Context: an optimization exercise on an open-source flow, tuned for small area. The choices shown serve that exercise and are no tape-out recipe. Only simulation tests tie the RTL to the original design; equivalence was not proved. Power figures rest on the tool's default switching activity, not on a simulated workload.

==> inputs of v4 <==
==> flow/design.v <==
module ps2_keyboard (
  input            clk,
  input            reset,
  input            ps2_clk_i,
  input            ps2_data_i,
  output           rx_done,
  output reg [7:0] rx_data
);
reg        ps2_clk_s;
reg  [1:0] m;
reg  [3:0] bit_count;
reg [11:0] timer_s;
wire [11:0] timer = timer_s ^ 12'hAAA;
wire in_clk_h   = ~m[1] & ~m[0];
wire fall       =  m[1] &  m[0];
wire rise       =  m[1] & ~m[0];
wire timer_done = (timer == 12'h020);
wire timer_clr  = reset | rise;
assign rx_done = (bit_count == 4'd11);
always @(posedge clk) begin
  if (reset) begin
    ps2_clk_s <= 1'b0;
    m         <= 2'b00;
  end else begin
    ps2_clk_s <= ps2_clk_i;
    m[0]      <= m[1] ? m[0] : ~ps2_clk_s;
    m[1]      <= ~m[1] & (m[0] == ps2_clk_s);
  end
end
always @(posedge clk) begin
  if (reset || rx_done || (timer_done && in_clk_h && ps2_clk_s))
    bit_count <= 4'd0;
  else if (fall)
    bit_count <= bit_count + 4'd1;
end
always @(posedge clk)
  timer_s <= ({12{~timer_clr}} & {timer[10:0], ~(timer[11] ^ timer[10])}) ^ 12'hAAA;
always @(posedge clk) begin
  if (in_clk_h && ~ps2_clk_s && (bit_count != 4'd0) && (bit_count <= 4'd8))
    rx_data <= {ps2_data_i, rx_data[7:1]};
end
endmodule
`default_nettype none
module orionkeyboard
(
input				clk,
input				reset,
output              res_k,
output              turb_10,
output              turb_5,
output              turb_2,
output              rom_s,
output              cpm_s,
input				ps2_clk,
input				ps2_data,
input		[7:0]	rk_kb_scan,
output		[7:0]	rk_kb_out,
output      [1:0]   pref,
output				key_rus_lat,
output				key_us,
output				key_ss,
input				ind_rus_lat,
output		[7:0]	rk_kbo,
output              key_int
);
wire       rx_done;
wire [7:0] code;
ps2_keyboard ps2_keyboard_ins (
  .clk        (clk),
  .reset      (reset),
  .ps2_clk_i  (ps2_clk),
  .ps2_data_i (ps2_data),
  .rx_done    (rx_done),
  .rx_data    (code)
);
reg [7:0]  rk_kb;
reg        shift, ctrl, caps;
reg        res_key, turbo10, turbo5, turbo2, rom, cpm;
reg        ex_code;
reg        brk;           
reg [1:0]  prefix;
reg [2:0]  ph;            
reg [63:0] kmn;           
assign key_rus_lat = caps;
assign key_us      = ctrl;
assign key_ss      = shift;
assign res_k       = res_key;
assign turb_10     = turbo10;
assign turb_5      = turbo5;
assign turb_2      = turbo2;
assign rom_s       = rom;
assign cpm_s       = cpm;
assign rk_kbo      = rk_kb;
assign pref        = prefix;
wire ph4 =  ph[2] &  ph[1] & ~ph[0];
wire ph5 =  ph[2] & ~ph[1];
wire is_f0  = (code == 8'hF0);
wire is_e0  = (code == 8'hE0);
wire is_12  = (code == 8'h12);
reg  is_mod;
always @* begin
  case (code)
    8'h12, 8'h59, 8'h14, 8'h58, 8'h7e, 8'h07, 8'h78, 8'h09, 8'h01, 8'h0a: is_mod = 1'b1;
    default: is_mod = 1'b0;
  endcase
end
wire apply = ~is_e0 & (brk | ~is_f0);
assign key_int = ph5 & apply & (~brk | ~is_mod);
always @(posedge clk) begin
  if (reset)
    ph <= 3'b000;
  else
    ph <= {ph[1], ph[0], ~ph[2] & (ph[0] | rx_done)};
end
always @(posedge clk) begin
  if (reset) begin
    shift   <= 1'b1;
    ctrl    <= 1'b1;
    caps    <= 1'b1;
    res_key <= 1'b0;
    cpm     <= 1'b0;
    turbo10 <= 1'b0;
    turbo5  <= 1'b0;
    turbo2  <= 1'b0;
    rom     <= 1'b0;
    rk_kb   <= 8'h00;
    prefix  <= 2'b00;
  end else if (ph4 && apply) begin
    if (!(is_12 && ex_code))
      rk_kb <= code;
    prefix <= brk ? 2'd2 : {1'b0, ex_code};
    case (code)
      8'h12, 8'h59: shift   <= brk;
      8'h14:        ctrl    <= brk;
      8'h58:        caps    <= brk;
      8'h7e:        res_key <= ~brk;
      8'h07:        turbo10 <= ~brk;
      8'h78:        turbo5  <= ~brk;
      8'h09:        turbo2  <= ~brk;
      8'h01:        rom     <= ~brk;
      8'h0a:        cpm     <= ~brk;
      default: ;
    endcase
  end
end
always @(posedge clk) begin
  if (reset) begin
    ex_code <= 1'b0;
    brk     <= 1'b0;
  end else if (ph5) begin
    ex_code <= is_e0 | (ex_code & ~brk & is_f0);
    brk     <= (~brk & is_f0) | (brk & is_e0);
  end
end
wire lo_0 = (code[3:0] == 4'h0) | reset;
wire lo_1 = (code[3:0] == 4'h1) | reset;
wire lo_2 = (code[3:0] == 4'h2) | reset;
wire lo_3 = (code[3:0] == 4'h3) | reset;
wire lo_4 = (code[3:0] == 4'h4) | reset;
wire lo_5 = (code[3:0] == 4'h5) | reset;
wire lo_6 = (code[3:0] == 4'h6) | reset;
wire lo_9 = (code[3:0] == 4'h9) | reset;
wire lo_a = (code[3:0] == 4'ha) | reset;
wire lo_b = (code[3:0] == 4'hb) | reset;
wire lo_c = (code[3:0] == 4'hc) | reset;
wire lo_d = (code[3:0] == 4'hd) | reset;
wire lo_e = (code[3:0] == 4'he) | reset;
wire hi_00 = (ph5 & ({ex_code, code[7:4]} == 5'h00)) | reset;
wire hi_01 = (ph5 & ({ex_code, code[7:4]} == 5'h01)) | reset;
wire hi_02 = (ph5 & ({ex_code, code[7:4]} == 5'h02)) | reset;
wire hi_03 = (ph5 & ({ex_code, code[7:4]} == 5'h03)) | reset;
wire hi_04 = (ph5 & ({ex_code, code[7:4]} == 5'h04)) | reset;
wire hi_05 = (ph5 & ({ex_code, code[7:4]} == 5'h05)) | reset;
wire hi_06 = (ph5 & ({ex_code, code[7:4]} == 5'h06)) | reset;
wire hi_07 = (ph5 & ({ex_code, code[7:4]} == 5'h07)) | reset;
wire hi_14 = (ph5 & ({ex_code, code[7:4]} == 5'h14)) | reset;
wire hi_15 = (ph5 & ({ex_code, code[7:4]} == 5'h15)) | reset;
wire hi_16 = (ph5 & ({ex_code, code[7:4]} == 5'h16)) | reset;
wire hi_17 = (ph5 & ({ex_code, code[7:4]} == 5'h17)) | reset;
wire [63:0] km_en;
assign km_en[0] = (lo_c & hi_16);
assign km_en[1] = (lo_1 & hi_17);
assign km_en[2] = (lo_6 & hi_07);
assign km_en[3] = (lo_5 & hi_00);
assign km_en[4] = (lo_6 & hi_00);
assign km_en[5] = (lo_4 & hi_00);
assign km_en[6] = (lo_c & hi_00);
assign km_en[7] = (lo_3 & hi_00);
assign km_en[8] = (lo_2 & hi_02);
assign km_en[9] = (lo_5 & hi_03);
assign km_en[10] = (lo_a & hi_01);
assign km_en[11] = (lo_4 & hi_05);
assign km_en[12] = (lo_d & hi_05);
assign km_en[13] = (lo_b & hi_05);
assign km_en[14] = (lo_e & hi_00);
assign km_en[15] = (lo_9 & hi_02);
assign km_en[16] = (lo_d & hi_04);
assign km_en[17] = (lo_5 & hi_01);
assign km_en[18] = (lo_d & hi_02);
assign km_en[19] = (lo_b & hi_01);
assign km_en[20] = (lo_c & hi_02);
assign km_en[21] = (lo_c & hi_03);
assign km_en[22] = (lo_a & hi_02);
assign km_en[23] = (lo_d & hi_01);
assign km_en[24] = (lo_3 & hi_03);
assign km_en[25] = (lo_3 & hi_04);
assign km_en[26] = (lo_b & hi_03);
assign km_en[27] = (lo_2 & hi_04);
assign km_en[28] = (lo_b & hi_04);
assign km_en[29] = (lo_a & hi_03);
assign km_en[30] = (lo_1 & hi_03);
assign km_en[31] = (lo_4 & hi_04);
assign km_en[32] = (lo_2 & hi_05);
assign km_en[33] = (lo_c & hi_01);
assign km_en[34] = (lo_2 & hi_03);
assign km_en[35] = (lo_1 & hi_02);
assign km_en[36] = (lo_3 & hi_02);
assign km_en[37] = (lo_4 & hi_02);
assign km_en[38] = (lo_b & hi_02);
assign km_en[39] = (lo_4 & hi_03);
assign km_en[40] = (lo_e & hi_03) | (lo_5 & hi_07);
assign km_en[41] = (lo_6 & hi_04) | (lo_d & hi_07);
assign km_en[42] = (lo_c & hi_04) | (lo_c & hi_07);
assign km_en[43] = (lo_e & hi_04) | (lo_9 & hi_07);
assign km_en[44] = (lo_1 & hi_04);
assign km_en[45] = (lo_5 & hi_05) | (lo_b & hi_07);
assign km_en[46] = (lo_9 & hi_04) | (lo_1 & hi_07);
assign km_en[47] = (lo_a & hi_04) | (lo_a & hi_14);
assign km_en[48] = (lo_5 & hi_04) | (lo_0 & hi_07);
assign km_en[49] = (lo_6 & hi_01) | (lo_9 & hi_06);
assign km_en[50] = (lo_e & hi_01) | (lo_2 & hi_07);
assign km_en[51] = (lo_6 & hi_02) | (lo_a & hi_07);
assign km_en[52] = (lo_5 & hi_02) | (lo_b & hi_06);
assign km_en[53] = (lo_e & hi_02) | (lo_3 & hi_07);
assign km_en[54] = (lo_6 & hi_03) | (lo_4 & hi_07);
assign km_en[55] = (lo_d & hi_03) | (lo_c & hi_06);
assign km_en[56] = (lo_d & hi_00);
assign km_en[57] = (lo_0 & hi_17);
assign km_en[58] = (lo_a & hi_05) | (lo_a & hi_15);
assign km_en[59] = (lo_6 & hi_06);
assign km_en[60] = (lo_b & hi_16);
assign km_en[61] = (lo_5 & hi_17);
assign km_en[62] = (lo_4 & hi_17);
assign km_en[63] = (lo_2 & hi_17);
wire km_d = brk | reset;
genvar gi;
generate for (gi = 0; gi < 64; gi = gi + 1) begin : g_km
  always @(posedge clk)
    if (km_en[gi])
      kmn[gi] <= km_d;
end endgenerate
assign rk_kb_out = (kmn[8*0 +: 8] | {8{rk_kb_scan[0]}}) &
                   (kmn[8*7 +: 8] | {8{rk_kb_scan[1]}}) &
                   (kmn[8*6 +: 8] | {8{rk_kb_scan[2]}}) &
                   (kmn[8*5 +: 8] | {8{rk_kb_scan[3]}}) &
                   (kmn[8*4 +: 8] | {8{rk_kb_scan[4]}}) &
                   (kmn[8*3 +: 8] | {8{rk_kb_scan[5]}}) &
                   (kmn[8*2 +: 8] | {8{rk_kb_scan[6]}}) &
                   (kmn[8*1 +: 8] | {8{rk_kb_scan[7]}});
endmodule
==> flow/flow/run.sh <==
#!/bin/bash
# Own layout flow: the standard ORFS flow (standard synthesis unchanged),
# with the input/output port buffers made of sky130_fd_sc_hd__buf_1 and
# clock-tree synthesis without dummy loads. Each tool's output is in
# orfs/logs/; what each call of standard.sh prints is in synth.log and
# layout.log.
set -euo pipefail
export BUFFER_PORTS_ARGS="-buffer_cell sky130_fd_sc_hd__buf_1"
export CTS_ARGS="-sink_clustering_enable -repair_clock_nets -dont_use_dummy_load -buf_list sky130_fd_sc_hd__clkbuf_4"
bash standard.sh synth > synth.log 2>&1
bash standard.sh > layout.log 2>&1
==> flow/standard.sh <==
#!/bin/bash
# synth_recipe.tcl (not shown) runs the flow's synth.tcl, then flattens the netlist and writes it again
# the make line also repeats each setting of config.mk as NAME=value (left out here)
make -C /OpenROAD-flow-scripts/flow DESIGN_CONFIG=/design/flow/config.mk WORK_HOME=/design/flow/orfs CLKGATE_MAP_FILE= SYNTH_SCRIPT=/design/flow/synth_recipe.tcl "${@:-finish}"
==> flow/config.mk <==
export PLATFORM = sky130hd
export DESIGN_NAME = orionkeyboard
export DESIGN_NICKNAME = orionkeyboard
export VERILOG_FILES = /design/flow/design.v
export SDC_FILE = /design/flow/constraint.sdc
export NUM_CORES = 4
export LEC_CHECK = 0
export CAP_MARGIN = 20
export CORE_MARGIN = 2
export CORE_UTILIZATION = 40
export SLEW_MARGIN = 20
==> flow/constraint.sdc <==
create_clock -name core_clock -period 10.0 [get_ports {clk}]
set_input_delay 2.0000 -clock core_clock [delete_from_list [all_inputs] [get_ports {clk}]]
set_output_delay 2.0000 -clock core_clock [all_outputs]
set_load 0.01 [all_outputs]
==> inputs of v5, as changes to v4 <==
==> flow/flow/run.sh (replaced) <==
#!/bin/bash
# Own layout flow: the standard ORFS flow (standard synthesis unchanged),
# with the input/output port buffers made of sky130_fd_sc_hd__buf_1 and
# clock-tree synthesis without dummy loads, and power recovery (downsizing
# gates off the critical paths) after global routing. Each tool's output is in
# orfs/logs/; what each call of standard.sh prints is in synth.log and
# layout.log.
set -euo pipefail
export BUFFER_PORTS_ARGS="-buffer_cell sky130_fd_sc_hd__buf_1"
export RECOVER_POWER=100
export CTS_ARGS="-sink_clustering_enable -repair_clock_nets -dont_use_dummy_load -buf_list sky130_fd_sc_hd__clkbuf_4"
bash standard.sh synth > synth.log 2>&1
bash standard.sh > layout.log 2>&1
==> inputs of v16, as changes to v4 <==
--- a/flow/config.mk
+++ b/flow/config.mk
@@ -7,5 +7,5 @@
 export LEC_CHECK = 0
 export CAP_MARGIN = 20
 export CORE_MARGIN = 2
-export CORE_UTILIZATION = 40
+export CORE_UTILIZATION = 70
 export SLEW_MARGIN = 20
==> qor summary <==
item	v16	v5	v4
Reg-to-reg critical path startpoint	ps2_keyboard_ins.rx_data[6]	brk	ps2_keyboard_ins.rx_data[7]
Final weighted congestion of routability-driven global placement	0.935	0.857	0.857
Fraction of standard cell area in multi-input logic	0.330	0.324	0.325
Post-route fraction of the period consumed by the critical path	0.519	0.591	0.521
Share of cell area taken by flip-flops and latches	0.585	0.576	0.574
Worst relative slew slack	0.225	-0.575	0.245
Clock network latency to the later pin of the worst-skew pair	0.51 ns	0.52 ns	0.52 ns
Fraction of cell area in non-clock buffers	0.0324	0.0307	0.0323
Post-route cell area	5170 um2	5250 um2	5270 um2
Power of the sequential group	0.533 mW	0.533 mW	0.532 mW
Tapcell Cnt	96	168	168
Synthesis-to-finish area growth	4.47%	6.09%	6.42%
Die outline area	7760 um2	13300 um2	13300 um2
Worst-case clock skew	0.0446 ns	0.0443 ns	0.0443 ns
Worst-case reg-to-reg path depth	3	3	4
Highest cell delay on the worst timing path	0.43 ns	1.70 ns	0.42 ns
Worst hold slack across all endpoints	0.356 ns	0.371 ns	0.371 ns
Filler cell count	524	1205	1201
GRT Util Overall	0.302	0.185	0.185
Status	timing/DRC/antenna clean	complete, but fails checks	timing/DRC/antenna clean
Layout check failures	-	max-capacitance violations, max-slew violations	-
DR vias/cell	6.41	5.61	5.58
Vias in the first global route	3443	3553	3553

==> port drivers added, routing unchanged <==
The results above use ideal ports. As a check the final layouts listed here were re-extracted and re-timed, cells and wires unchanged.
Step 1 assumes that a clkbuf_16 drives the clock port and a buf_2 every other input.
Step 2 also shifts input and output timing later by t, the mid clock arrival at the registers, as if the neighbouring blocks saw the same clock.
a / b / c = no drivers / after step 1 / after step 2; a / b = the first two.
run	t, ns	setup WS [ns]	slew at the worst register clock pin (ns)	cell pins on the clock port's net
v4	0.527	4.787 / 4.763 / 4.763	0.11 / 0.11	1
v5	0.528	4.085 / 4.067 / 3.538	0.11 / 0.11	1
v16	0.518	4.812 / 4.788 / 4.788	0.11 / 0.11	1
For v5, which loses most, drivers alone change the setup slack by -0.018 ns; drivers and shift together by -0.547 ns.
